Background: an optimization exercise with open tools, aiming at small area and a short achievable clock period. Do not read the settings as production practice. Where RTL was checked, it was by simulation tests only, not by an equivalence proof against the original. The flow treats the clock pin as an ideal source. Dropping or thinning the clock tree relies on that and would not hold on a real chip.

== v56 ==
// adders_top
module adders_top (
    input  wire        clk,
    input  wire        rst_n,
    input  wire        a_bit_in,            
    input  wire        b_bit_in,            
    input  wire        cin_in,              
    input  wire        start_in,            
    output reg  [63:0] sum_out,
    output reg         cout_out,
    output wire        ready_out            
);
Size: ~95 cells after synthesis, about 77 flip-flops, ~72 I/O pins, about 1700 um^2 of cells after synthesis.
export LEC_CHECK = 0
export CAP_MARGIN = 20
export CORE_MARGIN = 2
export CORE_UTILIZATION = 60
export SLEW_MARGIN = 20
create_clock -name core_clock -period 4.0 [get_ports {clk}]
standard.sh (not shown) runs the stock make flow with config.mk's settings and CLKGATE_MAP_FILE= SYNTH_SCRIPT=/design/flow/synth_recipe.tcl, a recipe that flattens the netlist after the stock synthesis.
==> flow/flow/run.sh <==
#!/bin/bash
set -euo pipefail
HERE=$(pwd)
bash standard.sh BUFFER_PORTS_ARGS="-buffer_cell sky130_fd_sc_hd__buf_1" \
  POST_CTS_TCL="$HERE/flow/clock.tcl" finish > standard.log 2>&1
==> flow/flow/clock.tcl <==
# POST_CTS hook: replace the clock tree that CTS built with a single level of
# clock buffers driven straight from the clock port. The flip-flops are split
# into NB groups by location (recursive median cuts); each group gets one
# buffer at its centroid. All flip-flops see the same one-buffer path.
set NB 4
set M sky130_fd_sc_hd__buf_12
if { [info exists ::env(CLK_NB)] } { set NB $::env(CLK_NB) }
if { [info exists ::env(CLK_CELL)] } { set M $::env(CLK_CELL) }

set db [ord::get_db]
set block [ord::get_db_block]
set clknet [$block findNet clk]
set master [$db findMaster $M]

# Walk the clock tree from the port: collect tree cells and flip-flop clock pins.
set tree_insts {}
set tree_nets {}
set sinks {}
set todo [list $clknet]
while { [llength $todo] > 0 } {
  set net [lindex $todo 0]
  set todo [lrange $todo 1 end]
  foreach it [$net getITerms] {
    if { ![$it isInputSignal] && [[$it getMTerm] getSigType] != "CLOCK" } {
      # driver pin of this net
      continue
    }
    set inst [$it getInst]
    if { [[$inst getMaster] isSequential] } {
      lappend sinks $it
    } elseif { [lsearch -exact $tree_insts $inst] < 0 } {
      lappend tree_insts $inst
      foreach ot [$inst getITerms] {
        if { [$ot isOutputSignal] && [$ot getNet] != "NULL" } {
          lappend todo [$ot getNet]
          lappend tree_nets [$ot getNet]
        }
      }
    }
  }
}
puts "clock.tcl: [llength $sinks] sinks, removing [llength $tree_insts] tree cells"

foreach it $sinks { $it disconnect }
foreach inst $tree_insts { odb::dbInst_destroy $inst }
foreach net $tree_nets { if { [llength [$net getITerms]] == 0 } { odb::dbNet_destroy $net } }

# Group the sinks by recursive median cuts along the longer side.
proc split_groups { items n } {
  if { $n <= 1 || [llength $items] < 2 } { return [list $items] }
  set xs {}; set ys {}
  foreach d $items { lappend xs [lindex $d 0]; lappend ys [lindex $d 1] }
  set xs [lsort -integer $xs]; set ys [lsort -integer $ys]
  set w [expr {[lindex $xs end] - [lindex $xs 0]}]
  set h [expr {[lindex $ys end] - [lindex $ys 0]}]
  set idx [expr {$w >= $h ? 0 : 1}]
  set s [lsort -integer -index $idx $items]
  set n1 [expr {$n / 2}]
  set k [expr {[llength $s] * $n1 / $n}]
  return [concat [split_groups [lrange $s 0 [expr {$k-1}]] $n1] \
                 [split_groups [lrange $s $k end] [expr {$n - $n1}]]]
}
set data {}
foreach it $sinks {
  set inst [$it getInst]
  set b [$inst getBBox]
  lappend data [list [expr {([$b xMin]+[$b xMax])/2}] [expr {([$b yMin]+[$b yMax])/2}] $it]
}
set g 0
foreach grp [split_groups $data $NB] {
  set sx 0; set sy 0
  foreach d $grp { set sx [expr {$sx+[lindex $d 0]}]; set sy [expr {$sy+[lindex $d 1]}] }
  set cx [expr {$sx/[llength $grp]}]; set cy [expr {$sy/[llength $grp]}]
  set inst [odb::dbInst_create $block $master "clkroot_$g"]
  $inst setLocation $cx $cy
  $inst setPlacementStatus PLACED
  set net [odb::dbNet_create $block "clknet_root_$g"]
  $net setSigType CLOCK
  [$inst findITerm A] connect $clknet
  [$inst findITerm X] connect $net
  foreach d $grp { [lindex $d 2] connect $net }
  puts "clock.tcl: clkroot_$g drives [llength $grp] sinks"
  incr g
}
detailed_placement
check_placement -verbose
set_propagated_clock [all_clocks]
estimate_parasitics -placement
report_clock_skew
report_checks -group_path_count 5 -format end
[inputs] v6 vs v56
Settings: an added GPL_TIMING_DRIVEN of 1; a change of CORE_UTILIZATION from 60 to 40.
-- flow/flow/clock.tcl --
<<< v56, line 5
set NB 4
set M sky130_fd_sc_hd__buf_12
if { [info exists ::env(CLK_NB)] } { set NB $::env(CLK_NB) }
>>> v6, line 5
set NB 4
set M sky130_fd_sc_hd__clkbuf_16
if { [info exists ::env(CLK_NB)] } { set NB $::env(CLK_NB) }
[summary]
Top achievable clock speed (v6 over v56): decrease, 0.33%. Run comparison: v6 worst setup path startpoint sum_out[34]; v56 worst setup path startpoint a_bit_in. Worst-skew pair later-pin latency: v6 higher than v56. Minimum clock period after layout is higher on v6. Measured against each other, v6 and v56 differ in final worst hold slack, the lower figure coming from v56. NOTE total via count in the routed design v56->v6 increased by a few percent. Looking at global-route usage, v6 sits 5.9 points lower than v56 does. Area added between synthesis and finish up 2.6 points in v6 wrt v56.
Setup changes, v6 to v1
Settings: removing GPL_TIMING_DRIVEN (formerly 1).
Notes after the runs:
Comparing v6 against v1, there is no change at all in mux share of post-synthesis cell area.
Between v6 and v1, the flop-to-flop setup slack figures differ only marginally.
On post-place instance area, v1 and v6 are neck and neck.
Input-level comparison between v50 and v1:
Settings: changing CORE_UTILIZATION from 40 to 60.
Notes after the runs:
- | final critical-path required period | v50 vs v1 | 0.023 ns lower |
- In the reports for v50 and v1, the smaller first-pass GRT wire length belongs to v1.
- Compared with v1, v50 shows share of the clock period used by the worst path after layout lower by 0.59 points.
No run of this note included a check of the RTL's function; only the layout flow was run. No run of this note takes its clock network from TritonCTS; it comes from the design's own scripts or RTL.

Another version of the RTL of adders_top (not shown whole).
Size: about 1600 um^2 of cells after synthesis.
clock: 4.0 ns
lec_check: 0
cap_margin: 20
core_area: 2 2 59 59
die_area: 0 0 61 61
slew_margin: 20
==> flow/flow/run.sh <==
#!/bin/bash
set -euo pipefail
HERE=$(pwd)
bash standard.sh BUFFER_PORTS_ARGS="-buffer_cell sky130_fd_sc_hd__buf_1" \
  PRE_IO_PLACEMENT_TCL="$HERE/flow/pins.tcl" \
  POST_CTS_TCL="$HERE/flow/clock.tcl" finish > standard.log 2>&1
==> flow/flow/clock.tcl <==
# POST_CTS hook: replace the clock tree that CTS built with a single level of
# clock buffers driven straight from the clock port. The flip-flops are split
# into NB groups by location (recursive median cuts); each group gets one
# buffer at its centroid. All flip-flops see the same one-buffer path.
set NB 4
set M sky130_fd_sc_hd__buf_12
if { [info exists ::env(CLK_NB)] } { set NB $::env(CLK_NB) }
if { [info exists ::env(CLK_CELL)] } { set M $::env(CLK_CELL) }

set db [ord::get_db]
set block [ord::get_db_block]
set clknet [$block findNet clk]
set master [$db findMaster $M]

# Walk the clock tree from the port: collect tree cells and flip-flop clock pins.
set tree_insts {}
set tree_nets {}
set sinks {}
set todo [list $clknet]
while { [llength $todo] > 0 } {
  set net [lindex $todo 0]
  set todo [lrange $todo 1 end]
  foreach it [$net getITerms] {
    if { ![$it isInputSignal] && [[$it getMTerm] getSigType] != "CLOCK" } {
      # driver pin of this net
      continue
    }
    set inst [$it getInst]
    if { [[$inst getMaster] isSequential] } {
      lappend sinks $it
    } elseif { [lsearch -exact $tree_insts $inst] < 0 } {
      lappend tree_insts $inst
      foreach ot [$inst getITerms] {
        if { [$ot isOutputSignal] && [$ot getNet] != "NULL" } {
          lappend todo [$ot getNet]
          lappend tree_nets [$ot getNet]
        }
      }
    }
  }
}
puts "clock.tcl: [llength $sinks] sinks, removing [llength $tree_insts] tree cells"

foreach it $sinks { $it disconnect }
foreach inst $tree_insts { odb::dbInst_destroy $inst }
foreach net $tree_nets { if { [llength [$net getITerms]] == 0 } { odb::dbNet_destroy $net } }

# Group the sinks by recursive median cuts along the longer side.
proc split_groups { items n } {
  if { $n <= 1 || [llength $items] < 2 } { return [list $items] }
  set xs {}; set ys {}
  foreach d $items { lappend xs [lindex $d 0]; lappend ys [lindex $d 1] }
  set xs [lsort -integer $xs]; set ys [lsort -integer $ys]
  set w [expr {[lindex $xs end] - [lindex $xs 0]}]
  set h [expr {[lindex $ys end] - [lindex $ys 0]}]
  set idx [expr {$w >= $h ? 0 : 1}]
  set s [lsort -integer -index $idx $items]
  set n1 [expr {$n / 2}]
  set k [expr {[llength $s] * $n1 / $n}]
  return [concat [split_groups [lrange $s 0 [expr {$k-1}]] $n1] \
                 [split_groups [lrange $s $k end] [expr {$n - $n1}]]]
}
set data {}
foreach it $sinks {
  set inst [$it getInst]
  set b [$inst getBBox]
  lappend data [list [expr {([$b xMin]+[$b xMax])/2}] [expr {([$b yMin]+[$b yMax])/2}] $it]
}
set g 0
foreach grp [split_groups $data $NB] {
  set sx 0; set sy 0
  foreach d $grp { set sx [expr {$sx+[lindex $d 0]}]; set sy [expr {$sy+[lindex $d 1]}] }
  set cx [expr {$sx/[llength $grp]}]; set cy [expr {$sy/[llength $grp]}]
  set inst [odb::dbInst_create $block $master "clkroot_$g"]
  $inst setLocation $cx $cy
  $inst setPlacementStatus PLACED
  set net [odb::dbNet_create $block "clknet_root_$g"]
  $net setSigType CLOCK
  [$inst findITerm A] connect $clknet
  [$inst findITerm X] connect $net
  foreach d $grp { [lindex $d 2] connect $net }
  puts "clock.tcl: clkroot_$g drives [llength $grp] sinks"
  incr g
}
set_propagated_clock [all_clocks]
estimate_parasitics -placement

# Output paths: a flip-flop that drives an output and has more load than
# the others (cout_out also feeds the full adder) is upsized when its output
# trails the median output slack by more than 5 ps.
set slacks {}
foreach port [all_outputs] { lappend slacks [get_property $port slack_max] }
set slacks [lsort -real $slacks]
set median [lindex $slacks [expr {[llength $slacks] / 2}]]
foreach port [all_outputs] {
  set s [get_property $port slack_max]
  if { $s >= $median - 0.005 } { continue }
  set bterm [$block findBTerm [get_full_name $port]]
  set obuf [[lindex [[$bterm getNet] getITerms] 0] getInst]
  foreach it [$obuf getITerms] {
    if { [$it isInputSignal] } { set in_net [$it getNet] }
  }
  foreach it [$in_net getITerms] {
    if { [$it isOutputSignal] } {
      set ff [$it getInst]
      set m [[$ff getMaster] getName]
      if { [regsub {_1$} $m {_2} m2] && [[$ff getMaster] isSequential] } {
        puts "clock.tcl: [get_full_name $port] slack $s (median $median): [$ff getName] $m -> $m2"
        replace_cell [$ff getName] $m2
      }
    }
  }
}
detailed_placement
check_placement -verbose
estimate_parasitics -placement
report_clock_skew
report_checks -group_path_count 5 -format end
Other scripts of this flow, unchanged in this note and not shown: flow/flow/pins.tcl
The starting point completed without violations.
Rerun with:
--- a/flow/flow/clock.tcl
+++ b/flow/flow/clock.tcl
@@ -88,5 +88,5 @@
 # Output paths: a flip-flop that drives an output and has more load than
 # the others (cout_out also feeds the full adder) is upsized when its output
-# trails the median output slack by more than 5 ps.
+# trails the median output slack by more than 10 ps.
 set slacks {}
 foreach port [all_outputs] { lappend slacks [get_property $port slack_max] }
@@ -95,5 +95,5 @@
 foreach port [all_outputs] {
   set s [get_property $port slack_max]
-  if { $s >= $median - 0.005 } { continue }
+  if { $s >= $median - 0.010 } { continue }
   set bterm [$block findBTerm [get_full_name $port]]
   set obuf [[lindex [[$bterm getNet] getITerms] 0] getInst]
Wire length hardly moves.
Final area barely changes.
Via count rises by 0.57%.
Rerun with:
--- a/flow/flow/clock.tcl
+++ b/flow/flow/clock.tcl
@@ -67,6 +67,25 @@
   lappend data [list [expr {([$b xMin]+[$b xMax])/2}] [expr {([$b yMin]+[$b yMax])/2}] $it]
 }
+# With the pins in shift-register order round the die edge the flip-flops
+# form a ring; group them by the die edge they are nearest to.
+proc edge_groups { items } {
+  set block [ord::get_db_block]
+  set die [$block getDieArea]
+  set W [$die xMax]; set H [$die yMax]
+  set g {{} {} {} {}}
+  foreach d $items {
+    set x [lindex $d 0]; set y [lindex $d 1]
+    set dist [list $x [expr {$H - $y}] [expr {$W - $x}] $y]
+    set best 0
+    for {set i 1} {$i < 4} {incr i} { if {[lindex $dist $i] < [lindex $dist $best]} { set best $i } }
+    lset g $best [concat [lindex $g $best] [list $d]]
+  }
+  set out {}
+  foreach grp $g { if {[llength $grp] > 0} { lappend out $grp } }
+  return $out
+}
+if { $NB == 4 } { set groups [edge_groups $data] } else { set groups [split_groups $data $NB] }
 set g 0
-foreach grp [split_groups $data $NB] {
+foreach grp $groups {
   set sx 0; set sy 0
   foreach d $grp { set sx [expr {$sx+[lindex $d 0]}]; set sy [expr {$sy+[lindex $d 1]}] }
=> Core utilization does not change. Hold slack loses 0.016 ns. Clock skew rises by 0.013 ns. Sequential share of layout area is unchanged. Area after synthesis is unchanged. Global-route usage fell by 0.22 points. Setup slack loses 0.011 ns. Maximum frequency fell by 0.77%.
Rerun with:
--- a/flow/flow/clock.tcl
+++ b/flow/flow/clock.tcl
@@ -4,5 +4,5 @@
 # buffer at its centroid. All flip-flops see the same one-buffer path.
 set NB 4
-set M sky130_fd_sc_hd__buf_12
+set M sky130_fd_sc_hd__buf_8
 if { [info exists ::env(CLK_NB)] } { set NB $::env(CLK_NB) }
 if { [info exists ::env(CLK_CELL)] } { set M $::env(CLK_CELL) }
@@ -67,25 +67,6 @@
   lappend data [list [expr {([$b xMin]+[$b xMax])/2}] [expr {([$b yMin]+[$b yMax])/2}] $it]
 }
-# With the pins in shift-register order round the die edge the flip-flops
-# form a ring; group them by the die edge they are nearest to.
-proc edge_groups { items } {
-  set block [ord::get_db_block]
-  set die [$block getDieArea]
-  set W [$die xMax]; set H [$die yMax]
-  set g {{} {} {} {}}
-  foreach d $items {
-    set x [lindex $d 0]; set y [lindex $d 1]
-    set dist [list $x [expr {$H - $y}] [expr {$W - $x}] $y]
-    set best 0
-    for {set i 1} {$i < 4} {incr i} { if {[lindex $dist $i] < [lindex $dist $best]} { set best $i } }
-    lset g $best [concat [lindex $g $best] [list $d]]
-  }
-  set out {}
-  foreach grp $g { if {[llength $grp] > 0} { lappend out $grp } }
-  return $out
-}
-if { $NB == 4 } { set groups [edge_groups $data] } else { set groups [split_groups $data $NB] }
 set g 0
-foreach grp $groups {
+foreach grp [split_groups $data $NB] {
   set sx 0; set sy 0
   foreach d $grp { set sx [expr {$sx+[lindex $d 0]}]; set sy [expr {$sy+[lindex $d 1]}] }
Outcome: Flip-flop and latch count is unchanged; global-route usage hardly moves; via count rose by 0.45%; synthesized cell count is unchanged; setup slack got worse by 0.0066 ns; wire length drops by about 1.7%; synthesized area is unchanged.
Rerun with:
--- a/flow/flow/clock.tcl
+++ b/flow/flow/clock.tcl
@@ -4,5 +4,5 @@
 # buffer at its centroid. All flip-flops see the same one-buffer path.
 set NB 4
-set M sky130_fd_sc_hd__buf_8
+set M sky130_fd_sc_hd__buf_12
 if { [info exists ::env(CLK_NB)] } { set NB $::env(CLK_NB) }
 if { [info exists ::env(CLK_CELL)] } { set M $::env(CLK_CELL) }
@@ -83,35 +83,7 @@
   incr g
 }
-set_propagated_clock [all_clocks]
-estimate_parasitics -placement
-
-# Output paths: a flip-flop that drives an output and has more load than
-# the others (cout_out also feeds the full adder) is upsized when its output
-# trails the median output slack by more than 10 ps.
-set slacks {}
-foreach port [all_outputs] { lappend slacks [get_property $port slack_max] }
-set slacks [lsort -real $slacks]
-set median [lindex $slacks [expr {[llength $slacks] / 2}]]
-foreach port [all_outputs] {
-  set s [get_property $port slack_max]
-  if { $s >= $median - 0.010 } { continue }
-  set bterm [$block findBTerm [get_full_name $port]]
-  set obuf [[lindex [[$bterm getNet] getITerms] 0] getInst]
-  foreach it [$obuf getITerms] {
-    if { [$it isInputSignal] } { set in_net [$it getNet] }
-  }
-  foreach it [$in_net getITerms] {
-    if { [$it isOutputSignal] } {
-      set ff [$it getInst]
-      set m [[$ff getMaster] getName]
-      if { [regsub {_1$} $m {_2} m2] && [[$ff getMaster] isSequential] } {
-        puts "clock.tcl: [get_full_name $port] slack $s (median $median): [$ff getName] $m -> $m2"
-        replace_cell [$ff getName] $m2
-      }
-    }
-  }
-}
 detailed_placement
 check_placement -verbose
+set_propagated_clock [all_clocks]
 estimate_parasitics -placement
 report_clock_skew
Effect:
- The changed run passed the timing, DRC and antenna checks
- die area does not change
- wire length came out higher by 1.5%
- cell area rose by 0.80%
No run of this note takes its clock network from TritonCTS; it comes from the design's own scripts or RTL.

static timing again, ports no longer ideal:
The flow's constraints put no driver on any port. The routed layouts listed below were extracted and timed again, unchanged, in two steps. Step 1 assumes that a clkbuf_16 drives the clock port and a buf_2 every other input. Step 2 also shifts input and output timing later by t, the mid clock arrival at the registers, as if the neighbouring blocks saw the same clock. Slacks: ideal / step 1 / step 2; pairs: ideal / step 1.
| run | t (ns) | setup slack, ns | worst setup path after step 2 | slew at the worst register clock pin (ns) | pins driven straight from the clock port |
|---|---|---|---|---|---|
| v56 | 0.180 | 2.524 / 2.502 / 2.384 | input to register | 0.07 / 0.07 | 4 |
| v6 | 0.206 | 2.520 / 2.451 / 2.401 | input to register | 0.07 / 0.07 | 4 |
| v1 | 0.206 | 2.520 / 2.451 / 2.401 | input to register | 0.07 / 0.07 | 4 |
| v50 | 0.201 | 2.543 / 2.481 / 2.383 | input to register | 0.07 / 0.07 | 4 |
| the first run of note 2 | 0.181 | 2.589 / 2.517 / 2.698 | register to output | 0.07 / 0.07 | 4 |
| the second run of note 2 | 0.181 | 2.589 / 2.517 / 2.698 | register to output | 0.07 / 0.07 | 4 |
| the third run of note 2 | 0.185 | 2.578 / 2.503 / 2.689 | register to output | 0.08 / 0.08 | 4 |
| the fourth run of note 2 | 0.181 | 2.571 / 2.509 / 2.690 | register to output | 0.09 / 0.09 | 4 |
| the fifth run of note 2 | 0.182 | 2.572 / 2.500 / 2.682 | register to output | 0.07 / 0.07 | 4 |
After both steps setup and hold are still met in every run listed. For v50, which loses most, drivers alone change the setup slack by -0.062 ns; drivers and shift together by -0.160 ns.
